Background: an optimization exercise with open tools, aiming at small area, a short achievable clock period and few clock cycles per item. Do not read the settings as production practice.
Function was checked by simulation only, so behaviour that the tests miss may differ from the original.

// simple_generic_matrix_mult
module simple_generic_matrix_mult #(
    parameter integer M = 3,
    parameter integer N = 3,
    parameter integer P = 3,
    parameter integer DATA_WIDTH = 8
)(
    input  wire clk,
    input  wire rst,
    input  wire start,
    input  wire signed [DATA_WIDTH-1:0] a_in,
    input  wire [$clog2(M*N)-1:0] a_addr,
    input  wire a_wen,
    input  wire signed [DATA_WIDTH-1:0] b_in,
    input  wire [$clog2(N*P)-1:0] b_addr,
    input  wire b_wen,
    output reg [2*DATA_WIDTH-1:0] c_out,
    output reg c_valid,
    output reg done
);
Size in the first run: about 1,100 cells after synthesis, about 210 flip-flops, roughly 47 I/O pins, roughly 12,000 um^2 of cells after synthesis.
export LEC_CHECK = 0
export ABC_CLOCK_PERIOD_IN_PS = 3000
export CAP_MARGIN = 20
export CORE_MARGIN = 2
export CORE_UTILIZATION = 70
export CTS_BUF_LIST = sky130_fd_sc_hd__clkbuf_8
export CTS_CLUSTER_DIAMETER = 60
export CTS_CLUSTER_SIZE = 14
export SLEW_MARGIN = 20
export SYNTH_HIERARCHICAL = 1
export SYNTH_MINIMUM_KEEP_SIZE = 0
create_clock -name core_clock -period 10.0 [get_ports {clk}]
standard.sh (not shown) runs the stock make flow with config.mk's settings and CLKGATE_MAP_FILE= SYNTH_SCRIPT=/design/flow/synth_recipe.tcl, a recipe that flattens the netlist after the stock synthesis.
==> flow/flow/run.sh <==
#!/bin/bash
set -euo pipefail
bash standard.sh SETUP_SLACK_MARGIN=7 finish > standard_flow.log 2>&1
The baseline completed with no timing, DRC or antenna violations.
Testbench counts at the start, summed over its fixed seeds: cycles 30,400, items 14,400.
Rerun with:
==> flow/flow/run.sh (replaced) <==
#!/bin/bash
set -euo pipefail
bash standard.sh SETUP_SLACK_MARGIN=7 "BUFFER_PORTS_ARGS=-buffer_cell sky130_fd_sc_hd__buf_2" finish > standard_flow.log 2>&1
What happened:
- The new run ran to the end with no violations
- via count shrinks by a few percent
- final cell count shrinks slightly
- register-to-register slack loses 0.04 ns
- core utilization shrinks by 2.1 points
- clock-buffer cell count shrinks by 2
- global-route usage shrinks by 0.90 points
- hold slack is about the same
- routed wire length shrinks slightly
Rerun with:
==> flow/flow/run.sh (replaced) <==
#!/bin/bash
set -euo pipefail
bash standard.sh SETUP_SLACK_MARGIN=7 finish > standard_flow.log 2>&1
--- a/flow/config.mk
+++ b/flow/config.mk
@@ -6,8 +6,8 @@
 export NUM_CORES = 4
 export LEC_CHECK = 0
-export ABC_CLOCK_PERIOD_IN_PS = 3000
+export ABC_CLOCK_PERIOD_IN_PS = 1500
 export CAP_MARGIN = 20
 export CORE_MARGIN = 2
-export CORE_UTILIZATION = 70
+export CORE_UTILIZATION = 40
 export CTS_BUF_LIST = sky130_fd_sc_hd__clkbuf_8
 export CTS_CLUSTER_DIAMETER = 60
What happened:
- die area grows by 73%
- fmax came out lower by 1.1%
- wire length rose by 7.2%
- critical path depth stays the same
Rerun with:
--- a/flow/config.mk
+++ b/flow/config.mk
@@ -6,8 +6,8 @@
 export NUM_CORES = 4
 export LEC_CHECK = 0
-export ABC_CLOCK_PERIOD_IN_PS = 1500
+export ABC_CLOCK_PERIOD_IN_PS = 3000
 export CAP_MARGIN = 20
 export CORE_MARGIN = 2
-export CORE_UTILIZATION = 40
+export CORE_UTILIZATION = 60
 export CTS_BUF_LIST = sky130_fd_sc_hd__clkbuf_8
 export CTS_CLUSTER_DIAMETER = 60
Effect: The changed run finished clean. Register-to-register slack improves by 0.07 ns. Sequential cell count is unchanged. Global-route usage increases by 7.9 points. Wire length is lower by about 5%. Setup slack improves by 0.069 ns. Synthesized cell count does not change. Core utilization grows by 23 points. Critical path depth does not change. Worst hold slack barely changes.
Rerun with:
--- a/flow/config.mk
+++ b/flow/config.mk
@@ -9,5 +9,5 @@
 export CAP_MARGIN = 20
 export CORE_MARGIN = 2
-export CORE_UTILIZATION = 60
+export CORE_UTILIZATION = 40
 export CTS_BUF_LIST = sky130_fd_sc_hd__clkbuf_8
 export CTS_CLUSTER_DIAMETER = 60
Setup slack got worse by 0.069 ns.
Global-route usage goes down by 7.9 points.
Area after synthesis stays the same.
Final cell count is higher by 9.1%.
First-iteration DRC count falls by 11%.

[re-timing with driven ports]
The flow's constraints put no driver on any port. The routed layouts listed below were extracted and timed again, unchanged, in two steps. Step 1: set_driving_cell puts a clkbuf_16 on clk and a buf_2 on each other input, an assumption about the parent block. Step 2 moves the port delays by t, midway between the first and last clock arrival at a register: inputs arrive t later, outputs are due t later. That takes back most of the time a late clock gives input paths. Three values: ideal, step 1, step 2; two values: the first two.
| run | t, ns | setup WS [ns] | worst setup path at the end | slew at the worst register clock pin (ns) |
|---|---|---|---|---|
| the first run | 0.571 | 6.910 / 6.910 / 6.461 | input to register | 0.10 / 0.10 |
| the second run | 0.564 | 6.867 / 6.867 / 6.498 | input to register | 0.09 / 0.09 |
| the third run | 0.597 | 6.831 / 6.831 / 6.486 | input to register | 0.10 / 0.10 |
| the fourth run | 0.570 | 6.900 / 6.900 / 6.459 | input to register | 0.10 / 0.10 |
| the fifth run | 0.597 | 6.831 / 6.831 / 6.486 | input to register | 0.10 / 0.10 |
After both steps setup and hold are still met in every run listed. The setup slack of the first run, which loses most, moves by 0.000 ns with the drivers and by -0.449 ns with both steps.
